This is an optimization exercise on Yosys and OpenROAD, whose aim is small area and a short achievable clock period, not a production implementation. In this exercise RTL edits were held to simulation tests only and were not proved equivalent to the original.

==> v13: inputs <==
## cordic
module cordic(clk, angle, sine, cosine);
  input clk;
  input signed [31:0] angle;
  output signed [15:0] sine;
  output signed [15:0] cosine;
  reg [31:0] a0;
  always @(posedge clk) a0 <= angle;
  wire dk_1 = ~a0[29];
  wire zp1_p0 = a0[0] ^ 1'b1;
  wire zp1_g0 = a0[0] & 1'b1;
  wire zp1_p1 = a0[1] ^ 1'b0;
  wire zp1_g1 = a0[1] & 1'b0;
  wire zp1_p2 = a0[2] ^ 1'b1;
  wire zp1_g2 = a0[2] & 1'b1;
  wire zp1_p3 = a0[3] ^ 1'b1;
  wire zp1_g3 = a0[3] & 1'b1;
  wire zp1_p4 = a0[4] ^ 1'b1;
  wire zp1_g4 = a0[4] & 1'b1;
  wire zp1_p5 = a0[5] ^ 1'b0;
  wire zp1_g5 = a0[5] & 1'b0;
  wire zp1_p6 = a0[6] ^ 1'b0;
  wire zp1_g6 = a0[6] & 1'b0;
  wire zp1_p7 = a0[7] ^ 1'b0;
  wire zp1_g7 = a0[7] & 1'b0;
  wire zp1_p8 = a0[8] ^ 1'b1;
  wire zp1_g8 = a0[8] & 1'b1;
  wire zp1_p9 = a0[9] ^ 1'b0;
  wire zp1_g9 = a0[9] & 1'b0;
  wire zp1_p10 = a0[10] ^ 1'b1;
  wire zp1_g10 = a0[10] & 1'b1;
  wire zp1_p11 = a0[11] ^ 1'b0;
  wire zp1_g11 = a0[11] & 1'b0;
  wire zp1_p12 = a0[12] ^ 1'b0;
  wire zp1_g12 = a0[12] & 1'b0;
  wire zp1_p13 = a0[13] ^ 1'b0;
  wire zp1_g13 = a0[13] & 1'b0;
  wire zp1_p14 = a0[14] ^ 1'b0;
  wire zp1_g14 = a0[14] & 1'b0;
  wire zp1_p15 = a0[15] ^ 1'b0;
  wire zp1_g15 = a0[15] & 1'b0;
  wire zp1_p16 = a0[16] ^ 1'b0;
  wire zp1_g16 = a0[16] & 1'b0;
  wire zp1_p17 = a0[17] ^ 1'b0;
  wire zp1_g17 = a0[17] & 1'b0;
  wire zp1_p18 = a0[18] ^ 1'b1;
  wire zp1_g18 = a0[18] & 1'b1;
  wire zp1_p19 = a0[19] ^ 1'b0;
  wire zp1_g19 = a0[19] & 1'b0;
  wire zp1_p20 = a0[20] ^ 1'b0;
  wire zp1_g20 = a0[20] & 1'b0;
  wire zp1_p21 = a0[21] ^ 1'b1;
  wire zp1_g21 = a0[21] & 1'b1;
  wire zp1_p22 = a0[22] ^ 1'b1;
  wire zp1_g22 = a0[22] & 1'b1;
  wire zp1_p23 = a0[23] ^ 1'b1;
  wire zp1_g23 = a0[23] & 1'b1;
  wire zp1_p24 = a0[24] ^ 1'b0;
  wire zp1_g24 = a0[24] & 1'b0;
  wire zp1_p25 = a0[25] ^ 1'b1;
  wire zp1_g25 = a0[25] & 1'b1;
  wire zp1_p26 = a0[26] ^ 1'b0;
  wire zp1_g26 = a0[26] & 1'b0;
  wire zp1_p27 = a0[27] ^ 1'b0;
  wire zp1_g27 = a0[27] & 1'b0;
  wire zp1_p28 = a0[28] ^ 1'b1;
  wire zp1_g28 = a0[28] & 1'b1;
  wire zp1_p29 = ~a0[29] ^ 1'b0;
  ...
==> flow/config.mk <==
export PLATFORM = sky130hd
export DESIGN_NAME = cordic
export DESIGN_NICKNAME = cordic
export VERILOG_FILES = /design/flow/design.v
export SDC_FILE = /design/flow/constraint.sdc
export NUM_CORES = 4
export LEC_CHECK = 0
export CAP_MARGIN = 20
export CORE_MARGIN = 2
export CORE_UTILIZATION = 40
export CTS_CLUSTER_DIAMETER = 100
export CTS_CLUSTER_SIZE = 30
export SETUP_SLACK_MARGIN = 1.4
export SLEW_MARGIN = 20
==> flow/constraint.sdc <==
create_clock -name core_clock -period 3.5 [get_ports {clk}]
set_input_delay 0.7000 -clock core_clock [delete_from_list [all_inputs] [get_ports {clk}]]
set_output_delay 0.7000 -clock core_clock [all_outputs]
set_load 0.01 [all_outputs]
standard.sh (not shown) runs the stock make flow with config.mk's settings and CLKGATE_MAP_FILE= SYNTH_SCRIPT=/design/flow/synth_recipe.tcl, a recipe that flattens the netlist after the stock synthesis.
==> flow/flow/run.sh <==
#!/bin/bash
# The standard layout (the standard.sh, standard synthesis unchanged), with two
# changes to how the layout is made:
#  - port buffers are buf_2 cells instead of the delay cell buffer_ports picks by default;
#  - the resizer may swap a cell for any cell of the same function, not only one
#    of the same footprint.
set -uo pipefail
export BUFFER_PORTS_ARGS="-buffer_cell sky130_fd_sc_hd__buf_2"
bash standard.sh MATCH_CELL_FOOTPRINT=0 finish > standard.log 2>&1
status=$?
exit $status
==> inputs of v9, as changes to v13 <==
--- a/flow/design.v
+++ b/flow/design.v
@@ -5798,82 +5798,83 @@
   reg s31_3; always @(posedge clk) s31_3 <= s31_2;
   reg s31_4; always @(posedge clk) s31_4 <= s31_3;
   reg s31_5; always @(posedge clk) s31_5 <= s31_4;
   reg s30_1; always @(posedge clk) s30_1 <= a0[30];
   reg s30_2; always @(posedge clk) s30_2 <= s30_1;
   reg s30_3; always @(posedge clk) s30_3 <= s30_2;
   reg s30_4; always @(posedge clk) s30_4 <= s30_3;
   reg s30_5; always @(posedge clk) s30_5 <= s30_4;
-  wire [6:0] tsel = {s31_5, s30_5, d1_5, d2_4, d3_3, d4_2, d5_1};
+  wire [6:0] tselx = {s31_5, s30_5, d1_5, d2_4, d3_3, d4_2, d5_1};
+  wire [6:0] tsely = tselx;
   wire [15:0] tx, ty;
   wire [127:0] tx0_tt = 128'hCF3CC3CFFCC33CF0F0C33CC0033CC30C;
   wire [127:0] ty0_tt = 128'h33CC30F0F3CC33FF3C33CF330C33CC0;
-  assign tx[0] = tx0_tt[tsel];
-  assign ty[0] = ty0_tt[tsel];
+  assign tx[0] = tx0_tt[tselx];
+  assign ty[0] = ty0_tt[tsely];
   wire [127:0] tx1_tt = 128'hB37D447CC2E1823F9A142D15AB88EB57;
   wire [127:0] ty1_tt = 128'hA8B42859FC4187433E22BECDEAD711D5;
-  assign tx[1] = tx1_tt[tsel];
-  assign ty[1] = ty1_tt[tsel];
+  assign tx[1] = tx1_tt[tselx];
+  assign ty[1] = ty1_tt[tsely];
   wire [127:0] tx2_tt = 128'h77411B60F83B3C110DBDF79C925356EF;
   wire [127:0] ty2_tt = 128'h39EFBDB0883CDC1F06D882EEF76ACA49;
-  assign tx[2] = tx2_tt[tsel];
-  assign ty[2] = ty2_tt[tsel];
+  assign tx[2] = tx2_tt[tselx];
+  assign ty[2] = ty2_tt[tsely];
   wire [127:0] tx3_tt = 128'hC9BBB230F2B6636C36464DCC884D9D93;
   wire [127:0] ty3_tt = 128'h33B2626C36C66D4F0C4DDD93C9B9B211;
-  assign tx[3] = tx3_tt[tsel];
-  assign ty[3] = ty3_tt[tsel];
+  assign tx[3] = tx3_tt[tselx];
+  assign ty[3] = ty3_tt[tsely];
   wire [127:0] tx4_tt = 128'h8ABE20BF03FB82AE7541DF4379047D51;
   wire [127:0] ty4_tt = 128'hC2FB82AE7541DFC0FD047D518ABE209E;
-  assign tx[4] = tx4_tt[tsel];
-  assign ty[4] = ty4_tt[tsel];
+  assign tx[4] = tx4_tt[tselx];
+  assign ty[4] = ty4_tt[tsely];
   wire [127:0] tx5_tt = 128'hFFCD049556DF4C000032FB6AAD20B3FF;
   wire [127:0] ty5_tt = 128'h56DF4C000032FB6AA920B3FFFFCD04B5;
-  assign tx[5] = tx5_tt[tsel];
-  assign ty[5] = ty5_tt[tsel];
+  assign tx[5] = tx5_tt[tselx];
+  assign ty[5] = ty5_tt[tsely];
   wire [127:0] tx6_tt = 128'hF23D178CCE1743B00DC2E87331E8BC4F;
   wire [127:0] ty6_tt = 128'hCE1743B00DC2E87331E8BC4FF23D178C;
-  assign tx[6] = tx6_tt[tsel];
-  assign ty[6] = ty6_tt[tsel];
+  assign tx[6] = tx6_tt[tselx];
+  assign ty[6] = ty6_tt[tsely];
   wire [127:0] tx7_tt = 128'hFC8A944F0DD6AEC003756BB0F229513F;
   wire [127:0] ty7_tt = 128'hDD6AEC003756BB0F229513FFC8A944F;
-  assign tx[7] = tx7_tt[tsel];
-  assign ty[7] = ty7_tt[tsel];
+  assign tx[7] = tx7_tt[tselx];
+  assign ty[7] = ty7_tt[tsely];
   wire [127:0] tx8_tt = 128'hFFD8361E8793E4000027C9E1786C1BFF;
   wire [127:0] ty8_tt = 128'h8793E4000027C9E1786C1BFFFFD8361E;
-  assign tx[8] = tx8_tt[tsel];
-  assign ty[8] = ty8_tt[tsel];
+  assign tx[8] = tx8_tt[tselx];
+  assign ty[8] = ty8_tt[tsely];
   wire [127:0] tx9_tt = 128'hED88BF02EE48FFFF127740FD11B700;
   wire [127:0] ty9_tt = 128'h2EE48FFFF127740FD11B70000ED88BF;
-  assign tx[9] = tx9_tt[tsel];
-  assign ty[9] = ty9_tt[tsel];
+  assign tx[9] = tx9_tt[tselx];
+  assign ty[9] = ty9_tt[tsely];
   wire [127:0] tx10_tt = 128'hFF0E2A7F01AB8F0000F1D580FE5470FF;
   wire [127:0] ty10_tt = 128'h1AB8F0000F1D580FE5470FFFF0E2A7F;
-  assign tx[10] = tx10_tt[tsel];
-  assign ty[10] = ty10_tt[tsel];
+  assign tx[10] = tx10_tt[tselx];
+  assign ty[10] = ty10_tt[tsely];
   wire [127:0] tx11_tt = 128'hAAA599FF00665AAA555A6600FF99A555;
   wire [127:0] ty11_tt = 128'h665AAA555A6600FF99A555AAA599FF;
-  assign tx[11] = tx11_tt[tsel];
-  assign ty[11] = ty11_tt[tsel];
+  assign tx[11] = tx11_tt[tselx];
+  assign ty[11] = ty11_tt[tsely];
   wire [127:0] tx12_tt = 128'h666387FF001E3999999C7800FFE1C666;
   wire [127:0] ty12_tt = 128'h1E3999999C7800FFE1C666666387FF;
-  assign tx[12] = tx12_tt[tsel];
-  assign ty[12] = ty12_tt[tsel];
+  assign tx[12] = tx12_tt[tselx];
+  assign ty[12] = ty12_tt[tsely];
   wire [127:0] tx13_tt = 128'hE1E07FFF0001F8781E1F8000FFFE0787;
   wire [127:0] ty13_tt = 128'h1F8781E1F8000FFFE0787E1E07FFF;
-  assign tx[13] = tx13_tt[tsel];
-  assign ty[13] = ty13_tt[tsel];
+  assign tx[13] = tx13_tt[tselx];
+  assign ty[13] = ty13_tt[tsely];
   wire [127:0] tx14_tt = 128'hE01FFFFF000007F81FE00000FFFFF807;
   wire [127:0] ty14_tt = 128'h7F81FE00000FFFFF807E01FFFFF;
-  assign tx[14] = tx14_tt[tsel];
-  assign ty[14] = ty14_tt[tsel];
+  assign tx[14] = tx14_tt[tselx];
+  assign ty[14] = ty14_tt[tsely];
   wire [127:0] tx15_tt = 128'hE0000000FFFFFFF81FFFFFFF00000007;
   wire [127:0] ty15_tt = 128'hFFFFFFF81FFFFFFF00000007E0000000;
-  assign tx[15] = tx15_tt[tsel];
-  assign ty[15] = ty15_tt[tsel];
+  assign tx[15] = tx15_tt[tselx];
+  assign ty[15] = ty15_tt[tsely];
   reg [15:0] x6, y6;   
   always @(posedge clk) begin x6 <= tx; y6 <= ty ^ {16{~z6[25]}}; end
   wire xa6_p0 = x6[0] ^ y6[6];
   wire xa6_g0 = x6[0] & y6[6];
   wire xa6_p1 = x6[1] ^ y6[7];
   wire xa6_g1 = x6[1] & y6[7];
   wire xa6_p2 = x6[2] ^ y6[8];
   wire xa6_g2 = x6[2] & y6[8];
==> flow/flow/run.sh (replaced) <==
#!/bin/bash
# Own layout flow: the standard flow (standard.sh) with these changes to how
# the layout is made:
#  1. synthesis is the standard synthesis script (synth_recipe.tcl), but ABC
#     maps the logic without the slow 4-high stacked cells and a few slow two-stage cells (patch_abc.py) and
#     without first mapping adders to fa/ha cells (ADDER_MAP_FILE empty);
#     registers are mapped before ABC, so they are the standard synthesis's;
#  2. port buffers are buf_2 cells instead of the delay cell buffer_ports picks;
#  3. the resizer may swap a cell for any cell of the same function.
# Each step's full output goes to a log file in this folder.
set -uo pipefail
here=$(pwd)
rm -rf "$here/myscripts"
cp -r "$FLOW_HOME/scripts" "$here/myscripts"
python3 flow/patch_abc.py "$here/myscripts/synth_preamble.tcl" > patch.log 2>&1 || exit 1
bash standard.sh SCRIPTS_DIR="$here/myscripts" ADDER_MAP_FILE= synth > synth.log 2>&1 || exit 1
export BUFFER_PORTS_ARGS="-buffer_cell sky130_fd_sc_hd__buf_2"
bash standard.sh MATCH_CELL_FOOTPRINT=0 finish > layout.log 2>&1
==> flow/flow/patch_abc.py (new file) <==
# Adds -dont_use for the slow 4-high stacked cells to ABC's arguments only.
import sys
p = sys.argv[1]
s = open(p).read()
anchor = 'set abc_args [list -script $abc_script \\\n  {*}$lib_args {*}$lib_dont_use_args -constr $::env(OBJECTS_DIR)/abc.constr]\n'
assert anchor in s, "anchor not found"
cells = ("a2111o a2111oi o2111a o2111ai a311o a311oi o311a o311ai a41o a41oi o41a o41ai "
         "or4 or4b or4bb nor4 nor4b nor4bb and4 and4b and4bb a221o a221oi o221a o221ai "
         "a222oi a32o a32oi o32a o32ai maj3 or3 or3b and3b o31a a31o o2bb2a a2bb2o").split()
extra = "foreach c {%s} {\n  lappend abc_args -dont_use sky130_fd_sc_hd__${c}_*\n}\n" % " ".join(cells)
open(p, "w").write(s.replace(anchor, anchor + extra))
print("patched", p)
- SETUP_SLACK_MARGIN: 1.4 -> 1.15
==> inputs of v28, as changes to v13 <==
--- a/flow/design.v
+++ b/flow/design.v
@@ -5798,82 +5798,83 @@
   reg s31_3; always @(posedge clk) s31_3 <= s31_2;
   reg s31_4; always @(posedge clk) s31_4 <= s31_3;
   reg s31_5; always @(posedge clk) s31_5 <= s31_4;
   reg s30_1; always @(posedge clk) s30_1 <= a0[30];
   reg s30_2; always @(posedge clk) s30_2 <= s30_1;
   reg s30_3; always @(posedge clk) s30_3 <= s30_2;
   reg s30_4; always @(posedge clk) s30_4 <= s30_3;
   reg s30_5; always @(posedge clk) s30_5 <= s30_4;
-  wire [6:0] tsel = {s31_5, s30_5, d1_5, d2_4, d3_3, d4_2, d5_1};
+  wire [6:0] tselx = {s31_5, s30_5, d1_5, d2_4, d3_3, d4_2, d5_1};
+  wire [6:0] tsely = tselx;
   wire [15:0] tx, ty;
   wire [127:0] tx0_tt = 128'hCF3CC3CFFCC33CF0F0C33CC0033CC30C;
   wire [127:0] ty0_tt = 128'h33CC30F0F3CC33FF3C33CF330C33CC0;
-  assign tx[0] = tx0_tt[tsel];
-  assign ty[0] = ty0_tt[tsel];
+  assign tx[0] = tx0_tt[tselx];
+  assign ty[0] = ty0_tt[tsely];
   wire [127:0] tx1_tt = 128'hB37D447CC2E1823F9A142D15AB88EB57;
   wire [127:0] ty1_tt = 128'hA8B42859FC4187433E22BECDEAD711D5;
-  assign tx[1] = tx1_tt[tsel];
-  assign ty[1] = ty1_tt[tsel];
+  assign tx[1] = tx1_tt[tselx];
+  assign ty[1] = ty1_tt[tsely];
   wire [127:0] tx2_tt = 128'h77411B60F83B3C110DBDF79C925356EF;
   wire [127:0] ty2_tt = 128'h39EFBDB0883CDC1F06D882EEF76ACA49;
-  assign tx[2] = tx2_tt[tsel];
-  assign ty[2] = ty2_tt[tsel];
+  assign tx[2] = tx2_tt[tselx];
+  assign ty[2] = ty2_tt[tsely];
   wire [127:0] tx3_tt = 128'hC9BBB230F2B6636C36464DCC884D9D93;
   wire [127:0] ty3_tt = 128'h33B2626C36C66D4F0C4DDD93C9B9B211;
-  assign tx[3] = tx3_tt[tsel];
-  assign ty[3] = ty3_tt[tsel];
+  assign tx[3] = tx3_tt[tselx];
+  assign ty[3] = ty3_tt[tsely];
   wire [127:0] tx4_tt = 128'h8ABE20BF03FB82AE7541DF4379047D51;
   wire [127:0] ty4_tt = 128'hC2FB82AE7541DFC0FD047D518ABE209E;
-  assign tx[4] = tx4_tt[tsel];
-  assign ty[4] = ty4_tt[tsel];
+  assign tx[4] = tx4_tt[tselx];
+  assign ty[4] = ty4_tt[tsely];
   wire [127:0] tx5_tt = 128'hFFCD049556DF4C000032FB6AAD20B3FF;
   wire [127:0] ty5_tt = 128'h56DF4C000032FB6AA920B3FFFFCD04B5;
-  assign tx[5] = tx5_tt[tsel];
-  assign ty[5] = ty5_tt[tsel];
+  assign tx[5] = tx5_tt[tselx];
+  assign ty[5] = ty5_tt[tsely];
   wire [127:0] tx6_tt = 128'hF23D178CCE1743B00DC2E87331E8BC4F;
   wire [127:0] ty6_tt = 128'hCE1743B00DC2E87331E8BC4FF23D178C;
-  assign tx[6] = tx6_tt[tsel];
-  assign ty[6] = ty6_tt[tsel];
+  assign tx[6] = tx6_tt[tselx];
+  assign ty[6] = ty6_tt[tsely];
   wire [127:0] tx7_tt = 128'hFC8A944F0DD6AEC003756BB0F229513F;
   wire [127:0] ty7_tt = 128'hDD6AEC003756BB0F229513FFC8A944F;
-  assign tx[7] = tx7_tt[tsel];
-  assign ty[7] = ty7_tt[tsel];
+  assign tx[7] = tx7_tt[tselx];
+  assign ty[7] = ty7_tt[tsely];
   wire [127:0] tx8_tt = 128'hFFD8361E8793E4000027C9E1786C1BFF;
   wire [127:0] ty8_tt = 128'h8793E4000027C9E1786C1BFFFFD8361E;
-  assign tx[8] = tx8_tt[tsel];
-  assign ty[8] = ty8_tt[tsel];
+  assign tx[8] = tx8_tt[tselx];
+  assign ty[8] = ty8_tt[tsely];
   wire [127:0] tx9_tt = 128'hED88BF02EE48FFFF127740FD11B700;
   wire [127:0] ty9_tt = 128'h2EE48FFFF127740FD11B70000ED88BF;
-  assign tx[9] = tx9_tt[tsel];
-  assign ty[9] = ty9_tt[tsel];
+  assign tx[9] = tx9_tt[tselx];
+  assign ty[9] = ty9_tt[tsely];
   wire [127:0] tx10_tt = 128'hFF0E2A7F01AB8F0000F1D580FE5470FF;
   wire [127:0] ty10_tt = 128'h1AB8F0000F1D580FE5470FFFF0E2A7F;
-  assign tx[10] = tx10_tt[tsel];
-  assign ty[10] = ty10_tt[tsel];
+  assign tx[10] = tx10_tt[tselx];
+  assign ty[10] = ty10_tt[tsely];
   wire [127:0] tx11_tt = 128'hAAA599FF00665AAA555A6600FF99A555;
   wire [127:0] ty11_tt = 128'h665AAA555A6600FF99A555AAA599FF;
-  assign tx[11] = tx11_tt[tsel];
-  assign ty[11] = ty11_tt[tsel];
+  assign tx[11] = tx11_tt[tselx];
+  assign ty[11] = ty11_tt[tsely];
   wire [127:0] tx12_tt = 128'h666387FF001E3999999C7800FFE1C666;
   wire [127:0] ty12_tt = 128'h1E3999999C7800FFE1C666666387FF;
-  assign tx[12] = tx12_tt[tsel];
-  assign ty[12] = ty12_tt[tsel];
+  assign tx[12] = tx12_tt[tselx];
+  assign ty[12] = ty12_tt[tsely];
   wire [127:0] tx13_tt = 128'hE1E07FFF0001F8781E1F8000FFFE0787;
   wire [127:0] ty13_tt = 128'h1F8781E1F8000FFFE0787E1E07FFF;
-  assign tx[13] = tx13_tt[tsel];
-  assign ty[13] = ty13_tt[tsel];
+  assign tx[13] = tx13_tt[tselx];
+  assign ty[13] = ty13_tt[tsely];
   wire [127:0] tx14_tt = 128'hE01FFFFF000007F81FE00000FFFFF807;
   wire [127:0] ty14_tt = 128'h7F81FE00000FFFFF807E01FFFFF;
-  assign tx[14] = tx14_tt[tsel];
-  assign ty[14] = ty14_tt[tsel];
+  assign tx[14] = tx14_tt[tselx];
+  assign ty[14] = ty14_tt[tsely];
   wire [127:0] tx15_tt = 128'hE0000000FFFFFFF81FFFFFFF00000007;
   wire [127:0] ty15_tt = 128'hFFFFFFF81FFFFFFF00000007E0000000;
-  assign tx[15] = tx15_tt[tsel];
-  assign ty[15] = ty15_tt[tsel];
+  assign tx[15] = tx15_tt[tselx];
+  assign ty[15] = ty15_tt[tsely];
   reg [15:0] x6, y6;   
   always @(posedge clk) begin x6 <= tx; y6 <= ty ^ {16{~z6[25]}}; end
   wire xa6_p0 = x6[0] ^ y6[6];
   wire xa6_g0 = x6[0] & y6[6];
   wire xa6_p1 = x6[1] ^ y6[7];
   wire xa6_g1 = x6[1] & y6[7];
   wire xa6_p2 = x6[2] ^ y6[8];
   wire xa6_g2 = x6[2] & y6[8];
==> flow/flow/run.sh (replaced) <==
#!/bin/bash
# Own layout flow: the standard flow (standard.sh) with these changes to how
# the layout is made:
#  1. synthesis is the standard synthesis script (synth_recipe.tcl), but ABC
#     maps the logic without the slow 4-high stacked cells and a few slow two-stage cells (patch_abc.py) and
#     without first mapping adders to fa/ha cells (ADDER_MAP_FILE empty);
#     registers are mapped before ABC, so they are the standard synthesis's;
#  2. port buffers are buf_2 cells instead of the delay cell buffer_ports picks;
#  3. the resizer may swap a cell for any cell of the same function.
# Each step's full output goes to a log file in this folder.
set -uo pipefail
here=$(pwd)
rm -rf "$here/myscripts"
cp -r "$FLOW_HOME/scripts" "$here/myscripts"
python3 flow/patch_abc.py "$here/myscripts/synth_preamble.tcl" > patch.log 2>&1 || exit 1
bash standard.sh SCRIPTS_DIR="$here/myscripts" ADDER_MAP_FILE= synth > synth.log 2>&1 || exit 1
export BUFFER_PORTS_ARGS="-buffer_cell sky130_fd_sc_hd__buf_2"
bash standard.sh MATCH_CELL_FOOTPRINT=0 finish > layout.log 2>&1
==> flow/flow/patch_abc.py (new file) <==
# Adds -dont_use for the slow 4-high stacked cells to ABC's arguments only.
import sys
p = sys.argv[1]
s = open(p).read()
anchor = 'set abc_args [list -script $abc_script \\\n  {*}$lib_args {*}$lib_dont_use_args -constr $::env(OBJECTS_DIR)/abc.constr]\n'
assert anchor in s, "anchor not found"
cells = ("a2111o a2111oi o2111a o2111ai a311o a311oi o311a o311ai a41o a41oi o41a o41ai "
         "or4 or4b or4bb nor4 nor4b nor4bb and4 and4b and4bb a221o a221oi o221a o221ai "
         "a222oi a32o a32oi o32a o32ai maj3 or3 or3b and3b o31a a31o o2bb2a a2bb2o").split()
extra = "foreach c {%s} {\n  lappend abc_args -dont_use sky130_fd_sc_hd__${c}_*\n}\n" % " ".join(cells)
open(p, "w").write(s.replace(anchor, anchor + extra))
print("patched", p)
- SETUP_SLACK_MARGIN: 1.4 -> 1.3
==> notes.md <==
Worst-path clk slew -> 0.11 ns
Placer Congestion -> 0.971
multi-input logic cell count -> 2571
fmax -> 446 MHz
status -> timing/DRC/antenna clean
Fill cells -> 6729
largest cells by area after synthesis -> dfxtp_1 (37%), xnor2_1 (15%), xor2_1 (4.6%)
syn nets -> 3409
DR WL/cell -> 13.3 um
Critical Path Slowest Stage Cell -> dfxtp_4
The numbers above come from v28.

==> notes.md <==
final antenna-violating net count -> 0
multi-input logic cell count -> 2571
top layer in use -> met4
status -> timing/DRC/antenna clean
Mapped Cells -> 3376
Placer Congestion -> 0.971
syn nets -> 3409
Fill cells -> 6891
largest cells by area after synthesis -> dfxtp_1 (37%), xnor2_1 (15%), xor2_1 (4.6%)
Worst-path clk slew -> 0.10 ns
The numbers above come from v9.

==> notes.md <==
Hold Path Depth -> 1
multi-input logic cell count -> 2291
DR WL/cell -> 14.3 um
syn nets -> 3413
Worst-path clk slew -> 0.11 ns
status -> timing/DRC/antenna clean
Fill cells -> 6520
Critical Path Slowest Stage Cell -> o41a_1
diode count -> 0
The numbers above come from v13.

==> port drivers added, routing unchanged <==
Ports are ideal in the flow. The routed layouts listed here were re-timed in OpenROAD.
Step 1, drivers: a clkbuf_16 drives clk and a buf_2 each remaining input, both assumed.
Step 2 times the ports against the registers' clock, not the clock port: input delays grow and output delays shrink by t, the midpoint of the rising clock arrivals with the driver on.
Slacks: no drivers / after step 1 / after step 2; pairs: no drivers / after step 1.
run | shift t [ns] | slack for setup (ns) | worst setup path after step 2 | slew at the worst register clock pin (ns)
v13 | 0.659 | 1.002 / 1.002 / 1.002 | register to register | 0.11 / 0.11
v9 | 0.635 | 1.207 / 1.207 / 1.207 | register to register | 0.11 / 0.11
v28 | 0.636 | 1.260 / 1.260 / 1.260 | register to register | 0.11 / 0.11
After both steps every run listed still meets setup and hold.
